From an optimization exercise on the open Yosys and OpenROAD flow, aimed at small area; shortcuts taken in it are not production practice. The RTL was checked by simulation tests, not by an equivalence proof against the original design. No driver is modelled on the clock port, so clocking that relies on it looks cheaper here than on a real chip. Power is estimated from default activity; no workload was simulated.

Setup of v24:
==> flow/design.v <==
`timescale 1ns / 1ps
module lcd_display #(parameter cnt1ms = 2)(
    input clk,
    input reset,
    input set_time,
    input [11:0] set_year,
    input [4:0] set_month,
    input [7:0] set_day,
    input [4:0] set_hour,
    input [5:0] set_min,
    input [5:0] set_sec,
    output lcd_e,
    output lcd_rs,
    output lcd_rw,
    output reg [7:0] lcd_data
    );
    reg [2:0] ph;
    reg [4:0] cnt;
    reg       lmode;
    reg       odd;
    reg [4:0] q;
    reg [11:0] year;
    reg [3:0]  month;
    reg [4:0]  day;
    reg [4:0]  hour;
    reg [5:0]  min;
    reg [5:0]  sec;
    assign lcd_rw = 1'b0;
    assign lcd_e  = (ph == 3'd2) || (ph == 3'd3);
    assign lcd_rs = lmode && (cnt != 5'd0);
    wire tick = (q == 5'd25) && (ph[1:0] == 2'b01);
    always @(posedge clk) begin
        if (!reset) begin
            ph    <= 3'd5;
            cnt   <= 5'd0;
            lmode <= 1'b0;
            odd   <= 1'b0;
            q     <= 5'd0;
        end else begin
            ph <= ph + 3'd1;
            if (ph == 3'd6) begin
                if (!lmode) begin
                    if (cnt == 5'd30) begin
                        lmode <= 1'b1;
                        cnt   <= 5'd1;
                    end else
                        cnt <= cnt + 5'd1;
                end else begin
                    if (cnt == 5'd16) cnt <= 5'd0;
                    else              cnt <= cnt + 5'd1;
                end
            end
            if (ph == 3'd7 && lmode && cnt == 5'd0)
                odd <= ~odd;
            if (ph[1:0] == 2'b00)
                q <= (q == 5'd25) ? 5'd1 : q + 5'd1;
        end
    end
    function [4:0] dim;
        input [3:0] m;
        begin
            case (m)
                4'd4, 4'd6, 4'd9, 4'd11: dim = 30;
                4'd2:                    dim = 28;
                default:                 dim = 31;
            endcase
        end
    endfunction
    always @(posedge clk) begin
        if (!reset) begin
            year  <= 12'd2024;
            month <= 4'd1;
            day   <= 5'd1;
            hour  <= 5'd0;
            min   <= 6'd0;
            sec   <= 6'd0;
        end else if (set_time) begin
            year  <= set_year;
            month <= set_month[3:0];
            day   <= set_day[4:0];
            hour  <= set_hour;
            min   <= set_min;
            sec   <= set_sec;
        end else if (tick) begin
            if (sec == 6'd59) begin sec <= 6'd0;
                if (min == 6'd59) begin min <= 6'd0;
                    if (hour == 5'd23) begin hour <= 5'd0;
                        if (day == dim(month)) begin day <= 5'd1;
                            if (month == 4'd12) begin month <= 4'd1; year <= year + 12'd1; end
                            else month <= month + 4'd1;
                        end else day <= day + 5'd1;
                    end else hour <= hour + 5'd1;
                end else min <= min + 6'd1;
            end else sec <= sec + 6'd1;
        end
    end
    wire [5:0] yhi = year / 7'd100;
    wire [6:0] ylo = year % 7'd100;
    reg [6:0] v;
    reg       units;
    wire [3:0] vt = v / 4'd10;
    wire [3:0] vu = v % 4'd10;
    reg       isdig;
    reg [7:0] ch;
    always @* begin
        v = 7'd0; units = 1'b0; isdig = 1'b0; ch = 8'h20;
        if (!odd) begin
            case (cnt)
                5'd1:  begin v = yhi;   units = 0; isdig = 1; end
                5'd2:  begin v = yhi;   units = 1; isdig = 1; end
                5'd3:  begin v = ylo;   units = 0; isdig = 1; end
                5'd4:  begin v = ylo;   units = 1; isdig = 1; end
                5'd5:  ch = 8'h2F;
                5'd6:  begin v = month; units = 0; isdig = 1; end
                5'd7:  begin v = month; units = 1; isdig = 1; end
                5'd8:  ch = 8'h2F;
                5'd9:  begin v = day;   units = 0; isdig = 1; end
                5'd10: begin v = day;   units = 1; isdig = 1; end
                default: ch = 8'h20;
            endcase
        end else begin
            case (cnt)
                5'd1:  begin v = hour;  units = 0; isdig = 1; end
                5'd2:  begin v = hour;  units = 1; isdig = 1; end
                5'd3:  ch = 8'h3A;
                5'd4:  begin v = min;   units = 0; isdig = 1; end
                5'd5:  begin v = min;   units = 1; isdig = 1; end
                5'd6:  ch = 8'h3A;
                5'd7:  begin v = sec;   units = 0; isdig = 1; end
                5'd8:  begin v = sec;   units = 1; isdig = 1; end
                default: ch = 8'h20;
            endcase
        end
        if (isdig)
            ch = {4'h3, units ? vu : vt};
    end
    reg [7:0] nd;
    always @* begin
        if (lmode) begin
            if (cnt == 5'd0) nd = {1'b1, odd, 6'd0};
            else             nd = ch;
        end else begin
            case (cnt)
                5'd1:  nd = 8'h01;
                5'd27: nd = (ph == 3'd7) ? 8'h00 : 8'h38;
                5'd28: nd = 8'h06;
                5'd29: nd = 8'h0C;
                5'd30: nd = 8'h80;
                default: nd = 8'h00;
            endcase
        end
    end
    always @(posedge clk) begin
        if (!reset)
            lcd_data <= 8'h00;
        else if (ph[0])
            lcd_data <= nd;
    end
endmodule
==> flow/config.mk <==
export PLATFORM = sky130hd
export DESIGN_NAME = lcd_display
export DESIGN_NICKNAME = lcd_display
export VERILOG_FILES = /design/flow/design.v
export SDC_FILE = /design/flow/constraint.sdc
export NUM_CORES = 4
export LEC_CHECK = 0
export ABC_AREA = 1
export CAP_MARGIN = 20
export CORE_MARGIN = 2
export CORE_UTILIZATION = 40
export CTS_BUF_LIST = sky130_fd_sc_hd__clkbuf_4
export SLEW_MARGIN = 20
==> flow/constraint.sdc <==
create_clock -name core_clock -period 15.0 [get_ports {clk}]
set_input_delay 3.0000 -clock core_clock [delete_from_list [all_inputs] [get_ports {clk}]]
set_output_delay 3.0000 -clock core_clock [all_outputs]
set_load 0.01 [all_outputs]
standard.sh (not shown) runs the stock make flow with config.mk's settings and CLKGATE_MAP_FILE= SYNTH_SCRIPT=/design/flow/synth_recipe.tcl, a recipe that flattens the netlist after the stock synthesis.
==> flow/flow/run.sh <==
#!/bin/bash
# Own flow: the standard layout, with two changes.
#  1. Synthesis: the standard flow's synthesis script, but ABC maps the combinational
#     logic with a stronger area script (flow/area.abc) and Yosys's
#     full/half-adder extraction is skipped so ABC sees all the logic.
#     Registers are untouched (ABC runs without -dff), so their names,
#     count and cell types are those of the standard synthesis.
#  2. Port buffers are sky130_fd_sc_hd__buf_1 instead of the default choice.
set -euo pipefail
W=$(pwd)
F=$W/flow
cat > $W/own_synth.tcl <<EOT
proc abc {args} {
  set i [lsearch -exact \$args -script]
  if {\$i >= 0} { lset args [expr {\$i+1}] $F/area.abc }
  yosys abc {*}\$args
}
proc extract_fa {args} { }
source $W/synth_recipe.tcl
EOT
sed "s|SYNTH_SCRIPT=[^ ]*synth_recipe.tcl|SYNTH_SCRIPT=$W/own_synth.tcl|" $W/standard.sh > $W/own.sh
grep -q own_synth.tcl $W/own.sh
export BUFFER_PORTS_ARGS="-buffer_cell sky130_fd_sc_hd__buf_1"
bash $W/own.sh > $W/flow_make.log 2>&1
==> flow/flow/area.abc <==
strash
&get -n
&deepsyn -T 60
&put
dch -f
&get -n
&nf -R 1000
&put
topo
stime -c
The inputs of v18 differ from those of v24 as listed below.
Settings: CORE_UTILIZATION now 65, was 40; CTS_BUF_LIST no longer set, was sky130_fd_sc_hd__clkbuf_4.
--- a/flow/flow/run.sh
+++ b/flow/flow/run.sh
@@ -7,4 +7,5 @@
 #     count and cell types are those of the standard synthesis.
 #  2. Port buffers are sky130_fd_sc_hd__buf_1 instead of the default choice.
+#  3. If flow/cts_args exists, it replaces the clock_tree_synthesis arguments.
 set -euo pipefail
 W=$(pwd)
@@ -22,3 +23,4 @@
 grep -q own_synth.tcl $W/own.sh
 export BUFFER_PORTS_ARGS="-buffer_cell sky130_fd_sc_hd__buf_1"
+if [[ -f $F/cts_args ]]; then export CTS_ARGS="$(cat $F/cts_args)"; fi
 bash $W/own.sh > $W/flow_make.log 2>&1
==> flow/flow/area.abc <==
strash
&get -n
&deepsyn -J 100 -T 600
&put
dch -f
&get -n
&nf -R 1000
&put
topo
stime -c
==> flow/flow/cts_args (new file) <==
-repair_clock_nets -buf_list sky130_fd_sc_hd__clkbuf_4 -dont_use_dummy_load
--- outcome ---
Looking at the reports, v18 completed the entire flow and the layout it produced met the timing, design-rule and antenna checks. v18 vs v24, instance count: v18 lower. Re total I/O pin count: no difference whatsoever between v18 and v24. Diff v24 -> v18: area added between synthesis and finish decreased 3.3 points, global-route wire length before repair down 4.6%. Changes observed in v18 relative to v24: part of the total power dissipated in the clock network decreased by 7.8 points relative to the old numbers, part of the power in combinational logic increased by 3.5 points relative to the old numbers, via count of the first global-routing pass decreased by 30 relative to the old numbers, global-route usage over all layers increased by 11 points relative to the old numbers. Final clock period utilization by the worst path: v18 > v24. v24 has higher worst setup slack than v18. The share of the final layout cell area in sequential cells in v18 was higher than what v24 gave.
For v40, these inputs were changed with respect to v18:
Settings: CORE_UTILIZATION: 65 -> 40.
==> flow/run.sh (new file) <==
#!/bin/bash
# synth_recipe.tcl (not shown) runs the flow's synth.tcl, then flattens the netlist and writes it again
# the make line also repeats each setting of config.mk as NAME=value (left out here)
make -C /OpenROAD-flow-scripts/flow DESIGN_CONFIG=/design/flow/config.mk WORK_HOME=/design/flow/orfs CLKGATE_MAP_FILE= SYNTH_SCRIPT=/design/flow/synth_recipe.tcl finish
removed: flow/flow/run.sh
removed: flow/flow/area.abc
removed: flow/flow/cts_args
removed: flow/standard.sh
==> comparison <==
Run comparison: v18 type of the worst setup path reg2reg; v40 type of the worst setup path in2reg. v40 gives less total routing resource utilization after global routing than v18 did. Summary of v40 over v18: number of instances resized during post-cts repair has remained practically unchanged, depth of the critical timing path with buffers and inverters included has decreased, clock-buffer cell count has increased. Summary: smallest setup slack after layout, v40 better than v18. v40 vs v18 — detailed-route wire length on metal 1 climbed by more than half. v18 ended up with lcd_data[2] as its endpoint of the most critical setup path; v40 ended up with year[11].
Edits applied to the flow inputs when going from v40 to v16:
Settings: swapping 40 for 80 in CORE_UTILIZATION.
==> flow/flow/run.sh (new file) <==
#!/bin/bash
# Own flow: the standard layout, with two changes.
#  1. Synthesis: the standard flow's synthesis script, but ABC maps the combinational
#     logic with a stronger area script (flow/area.abc) and Yosys's
#     full/half-adder extraction is skipped so ABC sees all the logic.
#     Registers are untouched (ABC runs without -dff), so their names,
#     count and cell types are those of the standard synthesis.
#  2. Port buffers are sky130_fd_sc_hd__buf_1 instead of the default choice.
#  3. If flow/cts_args exists, it replaces the clock_tree_synthesis arguments.
set -euo pipefail
W=$(pwd)
F=$W/flow
cat > $W/own_synth.tcl <<EOT
proc abc {args} {
  set i [lsearch -exact \$args -script]
  if {\$i >= 0} { lset args [expr {\$i+1}] $F/area.abc }
  yosys abc {*}\$args
}
proc extract_fa {args} { }
source $W/synth_recipe.tcl
EOT
sed "s|SYNTH_SCRIPT=[^ ]*synth_recipe.tcl|SYNTH_SCRIPT=$W/own_synth.tcl|" $W/standard.sh > $W/own.sh
grep -q own_synth.tcl $W/own.sh
export BUFFER_PORTS_ARGS="-buffer_cell sky130_fd_sc_hd__buf_1"
if [[ -f $F/cts_args ]]; then export CTS_ARGS="$(cat $F/cts_args)"; fi
bash $W/own.sh > $W/flow_make.log 2>&1
==> flow/flow/area.abc (new file) <==
strash
&get -n
&deepsyn -J 100 -T 600
&put
dch -f
&get -n
&nf -R 1000
&put
topo
stime -c
==> flow/flow/cts_args (new file) <==
-sink_clustering_enable -repair_clock_nets -buf_list sky130_fd_sc_hd__clkbuf_4 -dont_use_dummy_load
==> flow/standard.sh (new file) <==
#!/bin/bash
# synth_recipe.tcl (not shown) runs the flow's synth.tcl, then flattens the netlist and writes it again
# the make line also repeats each setting of config.mk as NAME=value (left out here)
make -C /OpenROAD-flow-scripts/flow DESIGN_CONFIG=/design/flow/config.mk WORK_HOME=/design/flow/orfs CLKGATE_MAP_FILE= SYNTH_SCRIPT=/design/flow/synth_recipe.tcl "${@:-finish}"
removed: flow/run.sh
## What came out
v16 did not finish; the tool stopped in global placement (3_3_place_gp) with error GPL-0301. [v16] net count after synthesis fell 366 relative to v40. v16 vs v40, die width went down by 41%. What v40 reported for area of the mapped netlist has to be multiplied by 0.66 to get the figure for v16. Synthesized cell count: v16 and v40 compared, lower one is v16. Row share of synthesized cell area in and, or, nand and nor gates: v16 lower / v40 higher.
The following lists how v59 was set up differently from v16:
Settings: CORE_UTILIZATION changed from 80 to 40; CTS_BUF_LIST newly set to sky130_fd_sc_hd__clkbuf_8.
==> flow/flow/area.abc <==
strash
&get -n
&deepsyn -T 60
&put
dch -f
&get -n
&nf -R 1000
&put
topo
stime -c
==> flow/flow/cts_args <==
-sink_clustering_enable -repair_clock_nets -buf_list sky130_fd_sc_hd__clkbuf_8 -sink_clustering_size 16 -sink_clustering_max_diameter 200 -dont_use_dummy_load
## What came out
From v16 to v59 the numbers moved as follows: number of port buffers has remained practically unchanged, number of top-level pins now sits at about the same level.
From v16 to v59, average footprint of a synthesized cell did not move at all.
Of v16 and v59, the lower starting utilization of the core area belongs to v59.
Looking at floorplan die height across v16 and v59, the one that comes out higher is v59.
X dimension of the die sits higher in v59 than in v16.
v16 got as far as global placement (3_3_place_gp), where a tool error ended the run.
v59 has completed all stages; timing, DRC and antenna checks passed.
Edits applied to the flow inputs when going from v59 to v26:
==> flow/flow/cts_args <==
-sink_clustering_enable -repair_clock_nets -buf_list sky130_fd_sc_hd__clkbuf_4 -root_buf sky130_fd_sc_hd__clkbuf_4 -sink_clustering_size 20 -sink_clustering_max_diameter 200 -dont_use_dummy_load
Results
- v26 drops more vias than v59.
- As far as count of non-filler cells in the finished layout goes, v26 and v59 are indistinguishable; the numbers are identical.
- In the flow results for v26 and v59, the portion of total power attributed to combinational logic is smaller on v59.
- Diode insertion count for antenna repair came out exactly the same in v26 and v59.
- Final routed DRC violation total came out exactly the same in v26 and v59.
- Maximum clock rate deteriorates in v26 relative to v59.
- Delta (v26 minus v59): overall global routing resource usage barely changed, total power dropped 0.030 mW.
- Looking at power share of the clock group, v26 sits below v59.

==> re-timing with driven ports <==
No port has a modelled driver above. Below, the same layouts with a new extraction and two added sets of constraints. Step 1 (the two cells are an assumption about what drives the block):
set clk [get_ports {clk}]
set_driving_cell -lib_cell sky130_fd_sc_hd__clkbuf_16 $clk
set_driving_cell -lib_cell sky130_fd_sc_hd__buf_2 [delete_from_list [all_inputs] $clk]
Step 2 adds t to the input delays and takes it off the output delays; t is the mean of the earliest and latest rising clock arrival at the registers after step 1. Input paths then give back, and output paths get back, about the clock's delay inside the block. Slacks: no drivers / after step 1 / after step 2; pairs: no drivers / after step 1.
run | t, ns | slack for setup (ns) | worst slew at a driven data input, ns
v24 | 0.437 | 6.591 / 6.591 / 6.591 | 0.04
v18 | 0.435 | 6.286 / 6.286 / 6.286 | 0.03
v40 | 0.362 | 7.319 / 7.334 / 6.972 | 0.05
v59 | 0.359 | 6.606 / 6.606 / 6.606 | 0.03
v26 | 0.412 | 6.529 / 6.529 / 6.529 | 0.04
After both steps setup and hold are still met in every run listed. For v40, which loses most, drivers alone change the setup slack by +0.015 ns; drivers and shift together by -0.347 ns.
